Source: an optimization exercise on an open RTL-to-GDS flow (aim: small area, a short achievable clock period and few clock cycles per item). Production flows keep margins and buffers that such runs may drop. Where RTL was checked, it was by simulation tests only, not by an equivalence proof against the original. The RTL of run 2 was laid out without a check of its function.

## flow/design.v (module list and top-level ports; edited modules follow where they fit)
// module dct8_fa: 10 lines
// module dct8_top: 1151 lines
module dct8_top #(
    parameter N         = DCT8_N,
    parameter IN_W      = DCT8_IN_W,
    parameter COEFF_W   = DCT8_COEFF_W,
    parameter OUT_W     = DCT8_OUT_W,
    parameter FRAC_BITS = DCT8_FRAC_BITS
)(
    input  wire                    clk,
    input  wire                    rst_n,
    input  wire                    din_valid,
    input  wire signed [IN_W-1:0]  din,
    output wire                    din_ready,
    output wire                    dout_valid,
    output wire signed [OUT_W-1:0] dout,
    input  wire                    dout_ready
);
  // ...
==> flow/flow/run.sh <==
#!/bin/bash
set -euo pipefail
export SETUP_SLACK_MARGIN=9.95
PLATFORM_DONT_USE="$(make -s -C "$FLOW_HOME" DESIGN_CONFIG="$PWD/config.mk" WORK_HOME="$PWD/print_tmp" print-DONT_USE_CELLS | sed -n 's/^DONT_USE_CELLS: *//p')"
EXTRA="sky130_fd_sc_hd__clkdlybuf4s15_1 sky130_fd_sc_hd__clkdlybuf4s15_2 sky130_fd_sc_hd__clkdlybuf4s18_1 sky130_fd_sc_hd__clkdlybuf4s18_2 sky130_fd_sc_hd__clkdlybuf4s25_1 sky130_fd_sc_hd__clkdlybuf4s25_2 sky130_fd_sc_hd__clkdlybuf4s50_1 sky130_fd_sc_hd__clkdlybuf4s50_2 sky130_fd_sc_hd__dlygate4sd1_1 sky130_fd_sc_hd__dlygate4sd2_1 sky130_fd_sc_hd__dlygate4sd3_1 sky130_fd_sc_hd__dlymetal6s2s_1 sky130_fd_sc_hd__dlymetal6s4s_1 sky130_fd_sc_hd__dlymetal6s6s_1"
echo "DONT_USE_CELLS=$PLATFORM_DONT_USE $EXTRA" > dont_use.log
bash standard.sh "DONT_USE_CELLS=$PLATFORM_DONT_USE $EXTRA" finish > standard.log 2>&1
==> flow/standard.sh <==
#!/bin/bash
# synth_recipe.tcl (not shown) runs the flow's synth.tcl, then flattens the netlist and writes it again
# the make line also repeats each setting of config.mk as NAME=value (left out here)
make -C /OpenROAD-flow-scripts/flow DESIGN_CONFIG=/design/flow/config.mk WORK_HOME=/design/flow/orfs CLKGATE_MAP_FILE= SYNTH_SCRIPT=/design/flow/synth_recipe.tcl "${@:-finish}"
==> flow/config.mk <==
export PLATFORM = sky130hd
export DESIGN_NAME = dct8_top
export DESIGN_NICKNAME = dct8_top
export VERILOG_FILES = /design/flow/design.v
export SDC_FILE = /design/flow/constraint.sdc
export NUM_CORES = 4
export LEC_CHECK = 0
export CAP_MARGIN = 20
export CORE_MARGIN = 2
export CORE_UTILIZATION = 30
export CTS_CLUSTER_DIAMETER = 130
export CTS_CLUSTER_SIZE = 28
export SLEW_MARGIN = 20
export SYNTH_HIERARCHICAL = 1
==> flow/constraint.sdc <==
create_clock -name core_clock -period 14.0 [get_ports {clk}]
set_input_delay 2.8000 -clock core_clock [delete_from_list [all_inputs] [get_ports {clk}]]
set_output_delay 2.8000 -clock core_clock [all_outputs]
set_load 0.01 [all_outputs]
==> qor.csv, run 1 <==
metric,value,unit
tap_cells,1625,
bufAreaShareNonClock,0.888,%
start_kind,flop,
cts_hold_buffers,0,
cap_violations,0,
postCtsSetupBuffers,3,
hold_viol,0,
synth_fa_ha_area_share,30.9,%
worstRegToRegCells,10,
yosys-top-cells-area,"edfxtp_1, fa_1, dfxtp_1",
vias,23695,
reg.largest.list,"r2a (33), r2b (33), r2c (33)",
cts_root_buf,clkbuf_16,
critPathTopFamily,compound AO/OA/AOI/OAI gates,
syn_area,36900,µm²
clkSinkCount,595,
multi_input_area_share,50.7,%
synth_top_family_by_area,adder cells,
endpoint,q1[13],
busiest_layer,met2,
grt_use_met2,24.2,%
clkCellAreaFrac,1.83,%
worst-slew-pin-transition,1120,ps
std_cell_rows,128,
synth.distinct_cells,88,
setup_ws,9980,ps
gp_congestion,0.953,
yosys_most_used_dff,edfxtp_1,
hold_ws,344,ps
run_status,finished clean,
ctsResizeCount,21,
wl_per_cell,20.8,µm
use_met1,21.6,%
yosysSeqAreaShare,42.1,%
die_w,355,µm
synth_area_leader_cell,edfxtp_1,
rrSetupSlack,9980,ps
route.met2.wl,43900,µm
Testbench counts, summed over its fixed seeds: cycles 6,248, items 768.
==> inputs of run 2 (changes only) <==
--- a/flow/design.v
+++ b/flow/design.v
@@ -29,31 +29,32 @@
     output wire signed [OUT_W-1:0] dout,
     input  wire                    dout_ready
 );
     reg  [2:0] in_cnt;       
     reg        pend;         
     reg  [1:0] pi;           
     reg        o_v;          
     reg  [2:0] o_k;          
-    reg        p1v, p2v;     
-    reg        qv0, qv1, qv2, qv3;   
+    reg  [7:0] kk;           
+    reg        p2v;          
+    reg        qv0, qv1, qv2;   
     reg  [15:0] xin;
     reg  [17:0] r0, r1, r2, r3;        
     reg  [16:0] wd1, wd2, wd3;         
     reg  [16:0] od0, od1, od2, od3;    
     reg  [17:0] oa0, oa1, ob0, ob1;
-    reg  [17:0] q0, q1, q2, q3;        
-    reg        dr;           
-    wire issue  = o_v & ~qv3 & ~(qv2 & (p1v | p2v)) & ~(qv1 & p1v & p2v);
-    wire o_free = ~o_v | ((o_k == 3'd7) & issue);
+    reg  [17:0] q0, q1, q2;            
+    reg        dnr;          
+    wire issue  = o_v & ~qv2 & ~(qv1 & p2v);
+    wire o_free = ~o_v | (kk[7] & issue);
     wire last   = pend & (pi == 2'd0);
     wire o_load = last & o_free;
     wire pdo    = pend & (~last | o_free);    
-    assign din_ready  = dr;
+    assign din_ready  = ~dnr;
     assign dout_valid = qv0;
     assign dout       = q0;
     wire acc_in = din_valid & din_ready;
     wire pop    = qv0 & dout_ready;
     wire        push = acc_in & ~in_cnt[2];
     wire [17:0] dinw = {{2{din[15]}}, din};
     wire [16:0] xp   = r0[16:0];
     wire [16:0] xinx = {xin[15], xin};
@@ -90,61 +91,38 @@
         if (o_load) begin
             od0 <= pd;  od1 <= wd1; od2 <= wd2; od3 <= wd3;
             oa0 <= ea;  oa1 <= r2;  ob0 <= eb;  ob1 <= r3;
         end
     end
     wire [17:0] d0x = {od0[16], od0}, d1x = {od1[16], od1};
     wire [17:0] d2x = {od2[16], od2}, d3x = {od3[16], od3};
     wire [18:0] b0d = {ob0, 1'b0},    b1d = {ob1, 1'b0};
-    reg  [17:0] la0;
-    reg  [17:0] la1;
-    reg  [18:0] la2;
-    reg  [17:0] la3;
-    always @(*) begin
-        case (o_k)
-            3'd1: begin la0 = d0x;  la1 = d1x;  la2 = {d2x[17], d2x};   la3 = d3x;  end
-            3'd3: begin la0 = ~d2x; la1 = d0x;  la2 = ~{d3x[17], d3x};  la3 = ~d1x; end
-            3'd5: begin la0 = ~d1x; la1 = d3x;  la2 = {d0x[17], d0x};   la3 = d2x;  end
-            3'd7: begin la0 = ~d3x; la1 = d2x;  la2 = ~{d1x[17], d1x};  la3 = d0x;  end
-            3'd0: begin la0 = oa0;  la1 = oa1;  la2 = 19'd0;            la3 = oa0;  end
-            3'd4: begin la0 = oa0;  la1 = ~oa1; la2 = 19'd0;            la3 = oa0;  end
-            3'd2: begin la0 = ob1;  la1 = ~ob1; la2 = b0d;              la3 = ~ob0; end
-            default: begin la0 = ob0; la1 = ~ob0; la2 = ~b1d;           la3 = ob1;  end
-        endcase
-    end
-    reg  [2:0]  p1k;
-    reg         e04, e26;
-    reg  [17:0] lx0;
-    reg  [17:0] lx1;
-    reg  [18:0] lx2;
-    reg  [17:0] lx3;
-    always @(posedge clk) begin
-        p1k <= o_k;
-        e04 <= ~o_k[0] & ~o_k[1];
-        e26 <= ~o_k[0] &  o_k[1];
-        lx0 <= la0;
-        lx1 <= la1;
-        lx2 <= la2;
-        lx3 <= la3;
-    end
-    reg  [32:0] kcv;
-    always @(*) begin
-        case (p1k)
-            3'd0: kcv = 33'd7574928847;
-            3'd1: kcv = 33'd395580879;
-            3'd2: kcv = 33'd8396101778;
-            3'd3: kcv = 33'd395609246;
-            3'd4: kcv = 33'd7574940432;
-            3'd5: kcv = 33'd395596948;
-            3'd6: kcv = 33'd8396107813;
-            3'd7: kcv = 33'd395606050;
-            default: kcv = 33'd0;
-        endcase
-    end
+    wire [17:0] lx0 = ({18{kk[1]}} & d0x)  | ({18{kk[3]}} & ~d2x) | ({18{kk[5]}} & ~d1x)
+                    | ({18{kk[7]}} & ~d3x) | ({18{kk[0] | kk[4]}} & oa0)
+                    | ({18{kk[2]}} & ob1)  | ({18{kk[6]}} & ob0);
+    wire [17:0] lx1 = ({18{kk[1]}} & d1x)  | ({18{kk[3]}} & d0x)  | ({18{kk[5]}} & d3x)
+                    | ({18{kk[7]}} & d2x)  | ({18{kk[0]}} & oa1)  | ({18{kk[4]}} & ~oa1)
+                    | ({18{kk[2]}} & ~ob1) | ({18{kk[6]}} & ~ob0);
+    wire [18:0] lx2 = ({19{kk[1]}} & {d2x[17], d2x})  | ({19{kk[3]}} & ~{d3x[17], d3x})
+                    | ({19{kk[5]}} & {d0x[17], d0x})  | ({19{kk[7]}} & ~{d1x[17], d1x})
+                    | ({19{kk[2]}} & b0d)             | ({19{kk[6]}} & ~b1d);
+    wire [17:0] lx3 = ({18{kk[1]}} & d3x)  | ({18{kk[3]}} & ~d1x) | ({18{kk[5]}} & d2x)
+                    | ({18{kk[7]}} & d0x)  | ({18{kk[0] | kk[4]}} & oa0)
+                    | ({18{kk[2]}} & ~ob0) | ({18{kk[6]}} & ob1);
+    wire        e04 = kk[0] | kk[4];
+    wire        e26 = kk[2] | kk[6];
+    wire [32:0] kcv = ({33{kk[0]}} & 33'd7574928847)
+                    | ({33{kk[1]}} & 33'd395580879)
+                    | ({33{kk[2]}} & 33'd8396101778)
+                    | ({33{kk[3]}} & 33'd395609246)
+                    | ({33{kk[4]}} & 33'd7574940432)
+                    | ({33{kk[5]}} & 33'd395596948)
+                    | ({33{kk[6]}} & 33'd8396107813)
+                    | ({33{kk[7]}} & 33'd395606050);
     wire _s0_0 = (e26 & ~lx3[0]);
     wire _s0_1 = (e26 & ~lx3[1]);
     wire _s0_2 = (e26 & ~lx3[2]);
     wire _s0_3 = (e26 & ~lx3[3]);
     wire _s0_4 = (e26 & ~lx3[4]);
     wire _s0_5 = (e26 & ~lx3[5]);
     wire _s0_6 = (e26 & ~lx3[6]);
     wire _s0_7 = (e26 & ~lx3[7]);
@@ -1102,65 +1080,61 @@
         dct8_fa u_d (.a(cs_s[gi]), .b(cs_cx[gi]), .c(r2d[gi]), .s(ct_s[gi]), .co(ct_c[gi]));
     end endgenerate
     wire [32:0] acc = ct_s + {ct_c[31:0], 1'b0};
     wire [17:0] res = acc[32:15];
     wire q_up   = p2v & ~pop;
     wire q_down = pop & ~p2v;
     wire qv0_n  = q_up | (q_down ? qv1 : qv0);
     wire qv1_n  = q_up ? qv0 : (q_down ? qv2 : qv1);
-    wire qv2_n  = q_up ? qv1 : (q_down ? qv3 : qv2);
-    wire qv3_n  = q_up ? qv2 : (~q_down & qv3);
+    wire qv2_n  = q_up ? qv1 : (~q_down & qv2);
     wire w0 = pop ? (qv0 & ~qv1) : ~qv0;
     wire w1 = pop ? (qv1 & ~qv2) : (qv0 & ~qv1);
-    wire w2 = pop ? (qv2 & ~qv3) : (qv1 & ~qv2);
-    wire w3 = pop ? qv3 : (qv2 & ~qv3);
+    wire w2 = pop ? qv2 : (qv1 & ~qv2);
     wire       pend_n  = (acc_in & in_cnt[2]) | (pend & ~pdo);
     wire [1:0] pi_n    = (acc_in & in_cnt[2]) ? ~in_cnt[1:0] : pi;
     wire       o_v_n   = o_load | (o_v & ~(issue & (o_k == 3'd7)));
     wire [2:0] o_k_n   = o_load ? 3'd0 : (issue ? o_k + 3'd1 : o_k);
-    wire       issue_n = o_v_n & ~qv3_n & ~(qv2_n & (issue | p1v)) & ~(qv1_n & issue & p1v);
+    wire       issue_n = o_v_n & ~qv2_n & ~(qv1_n & issue);
     wire       dr_n    = ~(pend_n & (pi_n == 2'd0)) | ~o_v_n | ((o_k_n == 3'd7) & issue_n);
     always @(posedge clk) begin
         if (p2v & w0) q0 <= res; else if (pop) q0 <= q1;
         if (p2v & w1) q1 <= res; else if (pop) q1 <= q2;
-        if (p2v & w2) q2 <= res; else if (pop) q2 <= q3;
-        if (p2v & w3) q3 <= res;
+        if (p2v & w2) q2 <= res;
     end
     always @(posedge clk or negedge rst_n) begin
         if (!rst_n) begin
             in_cnt <= 3'd0;
             pend   <= 1'b0;
             pi     <= 2'd0;
             o_v    <= 1'b0;
             o_k    <= 3'd0;
-            p1v    <= 1'b0;
+            kk     <= 8'd1;
             p2v    <= 1'b0;
             qv0    <= 1'b0;
             qv1    <= 1'b0;
             qv2    <= 1'b0;
-            qv3    <= 1'b0;
-            dr     <= 1'b0;
+            dnr    <= 1'b0;
         end else begin
             if (acc_in) in_cnt <= in_cnt + 3'd1;
             if (acc_in & in_cnt[2]) begin
                 pend <= 1'b1;
                 pi   <= ~in_cnt[1:0];
             end else if (pdo) begin
                 pend <= 1'b0;
             end
             if (o_load) begin
                 o_v <= 1'b1;
                 o_k <= 3'd0;
+                kk  <= 8'd1;
             end else if (issue) begin
                 o_k <= o_k + 3'd1;
+                kk  <= {kk[6:0], kk[7]};
                 if (o_k == 3'd7) o_v <= 1'b0;
             end
-            p1v <= issue;
-            p2v <= p1v;
+            p2v <= issue;
             qv0 <= qv0_n;
             qv1 <= qv1_n;
             qv2 <= qv2_n;
-            qv3 <= qv3_n;
-            dr  <= dr_n;
+            dnr <= ~dr_n;
         end
     end
 endmodule
==> flow/flow/run.sh (replaced) <==
#!/bin/bash
set -euo pipefail
export SETUP_SLACK_MARGIN=10.0
PLATFORM_DONT_USE="$(make -s -C "$FLOW_HOME" DESIGN_CONFIG="$PWD/config.mk" WORK_HOME="$PWD/print_tmp" print-DONT_USE_CELLS | sed -n 's/^DONT_USE_CELLS: *//p')"
EXTRA="sky130_fd_sc_hd__clkdlybuf4s15_1 sky130_fd_sc_hd__clkdlybuf4s15_2 sky130_fd_sc_hd__clkdlybuf4s18_1 sky130_fd_sc_hd__clkdlybuf4s18_2 sky130_fd_sc_hd__clkdlybuf4s25_1 sky130_fd_sc_hd__clkdlybuf4s25_2 sky130_fd_sc_hd__clkdlybuf4s50_1 sky130_fd_sc_hd__clkdlybuf4s50_2 sky130_fd_sc_hd__dlygate4sd1_1 sky130_fd_sc_hd__dlygate4sd2_1 sky130_fd_sc_hd__dlygate4sd3_1 sky130_fd_sc_hd__dlymetal6s2s_1 sky130_fd_sc_hd__dlymetal6s4s_1 sky130_fd_sc_hd__dlymetal6s6s_1"
echo "DONT_USE_CELLS=$PLATFORM_DONT_USE $EXTRA" > dont_use.log
bash standard.sh "DONT_USE_CELLS=$PLATFORM_DONT_USE $EXTRA" finish > standard.log 2>&1
==> flow/config.mk (replaced) <==
export PLATFORM = sky130hd
export DESIGN_NAME = dct8_top
export DESIGN_NICKNAME = dct8_top
export VERILOG_FILES = /design/flow/design.v
export SDC_FILE = /design/flow/constraint.sdc
export NUM_CORES = 4
export LEC_CHECK = 0
export CAP_MARGIN = 20
export CORE_MARGIN = 2
export CORE_UTILIZATION = 30
export CTS_CLUSTER_DIAMETER = 120
export CTS_CLUSTER_SIZE = 24
export SLEW_MARGIN = 20
export SYNTH_HIERARCHICAL = 1
==> run 2 against run 1 <==
Against the previous run:
- clock skew decreased by 11 ps
- setup slack got worse by 360 ps
- utilization increased by 3.6 points
- clock-buffer cell count decreased by 1
- first-iteration DRC count increased by 8.4%
- critical path type unchanged
==> qor.csv, run 2 <==
metric,value,unit,change
grt_max_degree,75,,was 76
gp_congestion,0.942,,was 0.953
drive_gt1_share,20.5,%,was 4.67%
cp_cell_sequence,buf_6 > buf_12 > or2_4 > a222oi_1 > and2_4 > inv_1 > fa_1 > fa_1 > fa_1 > fa_2 > fa_2 > inv_1,,was fa_1 > fa_1 > ha_1 > a21oi_1 > a21oi_1 > o31ai_1 > a211oi_2 > o21ai_4 > xor2_2 > o21ai_1
start_kind,flop,,unchanged
critPathTopFamily,adder cells,,was compound AO/OA/AOI/OAI gates
overflow,0,,unchanged
ys_warn_count,7,,unchanged
crit_required,14510,ps,"was 14,370 ps"
initial_core_util,30.2,%,was 30.3%
io_pins,40,,unchanged
numCtsBuffers,24,,was 25
placed_area,35400,µm²,"was 38,800 µm²"
yosys-top-cells-count,"fa_1, nand2_1, edfxtp_1",,unchanged
drt_iter0_markers,2973,,"was 2,743"
fin_area,39900,µm²,"was 39,700 µm²"
vias,23016,,"was 23,695"
crit_type,reg2reg,,unchanged
hold_viol,0,,unchanged
core_region_area,110000,µm²,"was 122,000 µm²"
area_growth,19.9,%,was 7.73%
hold_class,reg2reg,,unchanged
reg.largest.list,"r2a (33), r2b (33), r2c (33)",,unchanged
critPathMaxFanout,6,,was 7
hpwl,65900,µm,"was 73,100 µm"
wl_per_cell,21.1,µm,was 20.8 µm
yosysSeqAreaShare,39.7,%,was 42.1%
drcViolationCount,0,,unchanged
max_freq,228,MHz,was 249 MHz
path_common_cell,fa_1,,
cts_root_buf,clkbuf_16,,unchanged
ant_nets,0,,unchanged
final_cell_mix,"fa_1, edfxtp_1, nand2_1",,"was fa_1, nand2_1, edfxtp_1"
grt_use_total,16.6,%,was 15.3%
grt_pass1_wl,144000,µm,"was 149,000 µm"
slowest_delay,620,ps,was 680 ps
std_cell_rows,122,,was 128
synth_edf_count,333,,was 351
post-place-ws,8360,ps,was 8770 ps
synth_area_leader_cell,fa_1,,was edfxtp_1
synth.distinct_cells,69,,was 88
finClkSkew,18.0,ps,was 29.5 ps
run_status,finished clean,,unchanged
endpoint_kind,flop,,unchanged
cts.clk_slew.worst_paths,90,ps,was 110 ps
finalSetupViolations,0,,unchanged
drt_wl_total,95700,µm,"was 97,100 µm"
nFillCells,10597,,"was 12,029"
antenna_found_initial,1,,unchanged
dieArea,114000,µm²,"was 126,000 µm²"
setup_ws,9620,ps,was 9980 ps
avgSynthCellArea,12.2,µm²,was 12.1 µm²
synth_most_common_cell,fa_1,,unchanged
setup_tns,0,ps,unchanged
crit_buf_inv,4,,was 0
firstDrtPassIters,8,,was 9
yosys_most_used_dff,edfxtp_1,,unchanged
min_period_over_period,31.3,%,was 28.7%
period_needed,4380,ps,was 4020 ps
chipHeight,337,µm,was 355 µm
layout_commonest_cell,fa_1,,unchanged
slew_headroom,31.0,%,was 25.0%
yosys-top-cells-area,"fa_1, edfxtp_1, dfxtp_1",,"was edfxtp_1, fa_1, dfxtp_1"
ys_ff_latch,487,,was 595
port_buffers,39,,unchanged
worst-slew-pin-transition,1030,ps,was 1120 ps
rsz0062_at_grt,true,,unchanged
cts_tree,done,,unchanged
clock_latency,600,ps,was 640 ps
cts_hold_buffers,0,,unchanged
cp_slowest_cell,fa_1,,was o31ai_1
final_max_slew_viol_count,0,,unchanged
grt_pass1_vias,23672,,"was 24,306"
rrSetupSlack,9620,ps,was 9980 ps
postSynthCellCount,2719,,"was 3,042"
synthArstFlopShare,4.72,%,was 2.86%
cap_violations,0,,unchanged
clk_path_buf_depth,3,,unchanged
h-tree-depth,1,,unchanged
syn_area,33300,µm²,"was 36,900 µm²"
cp.arrival,4890,ps,was 4390 ps
clkSinkCount,487,,was 595
die_w,337,µm,was 355 µm
nNetsFinal,3648,,"was 3,651"
avgViaCountPerCell,5.08,,about the same
synth_top_area_share,30.1,%,was 28.6%
run 2: what timing repair did:
item / 4_1_cts / 5_1_grt
pin swaps: 135 / 161
buffers inserted: 216 / 95
hold endpoints to repair: 0 / 0
cloned: 13 / 4
setup endpoints to repair: 297 / 200
gates resized for setup: 369 / 268
run 2: cells by family (layout without fill, tap and decap cells):
kind of cell,count (synthesis),count (layout),share of synthesized area [%]
compound gates,516,516,10.3
xor+xnor,67,67,1.76
fa+ha+maj,603,603,34.0
buf+inv,388,700,4.39
flops,487,487,39.7
mux,69,69,2.08
other cells,1,3,0.0113
simple gates,588,598,7.85
run 2: path summary, 6_finish.rpt:
kind | start | endpoint | cells after the start
max | kk[4] | r2b[18] | 12
min | wd3[11] | od3[11] | 0
max reg2reg | kk[4] | r2b[18] | 12
min reg2reg | wd3[11] | od3[11] | 0
max in group asynchronous | rst_n | pi[1] | 1
min in group asynchronous | rst_n | qv2 | 1
run 2: worst reg2reg max path, stage by stage (launching register included):
cell	delay (ps)
dfrtp_4	550
buf_6	150
buf_12	140
or2_4	290
a222oi_1	230
and2_4	210
inv_1	120
fa_1	620
fa_1	440
fa_1	540
fa_2	440
fa_2	520
inv_1	30
run 2: through the flow:
stage | util (%) | hold WS (ps) | instances
6_report | 36.2 | 423 | 4531
5_1_grt | 36.2 | 431 | 4530
4_1_cts | 35.0 | 422 | 4431
3_5_place_dp | 32.1 | 405 | 4159
3_3_place_gp | 32.1 | 401 | 4158
2_1_floorplan | - | 400 | 2720
run 2: area by class of cell:
class                           count  area (µm²)  share of cell area, %
Timing Repair inverter              2        16.3                 0.0407
Timing Repair Buffer              379        2490                   6.25
Inverter                          276        1160                   2.90
Tap cell                         1488        1860                   4.66
Sequential cell                   487       13200                   33.2
Multi-Input combinational cell   1855       20400                   51.2
Clock buffer                       39         657                   1.65
Clock inverter                      4        52.6                  0.132
Antenna cell                        1        2.50                0.00627
run 2: Yosys stat by module (local to each module, per instance):
module	flops+latches	cell area (µm²)
dct8_fa	0	20.0
dct8_top	487	23300
run 2: per-layer routing:
layer / vias up / track usage [%] / share of wire [%]
met3: 365 / 3.57 / 9.3
met2: 1272 / 25.6 / 44
met1: 11386 / 22.4 / 41
met4: 0 / 7.22 / 5.9
li1: 9993 / - / -
met5: - / 0 / 0

==> what the ideal ports hide <==
Ports are ideal in the flow. The routed layouts listed here were re-timed in OpenROAD. Step 1 sets driving cells, clkbuf_16 on the clock port and buf_2 on the other inputs (assumed; they add their load-dependent delay and slew). Step 2, shift: input delay + t, output delay - t, t = (earliest + latest rising clock arrival at the registers) / 2. This alone moves slack from input paths to output paths. a / b / c = ideal ports / drivers / drivers and shift; a / b = the first two.
run | t, ns | setup slack, ns | worst slew at a driven data input, ns
run 1 | 0.684 | 9.978 / 9.917 / 9.360 | 0.05
run 2 | 0.661 | 9.621 / 9.621 / 9.399 | 0.06
After both steps setup and hold are still met in every run listed. The setup slack of run 1, which loses most, moves by -0.061 ns with the drivers and by -0.618 ns with both steps.
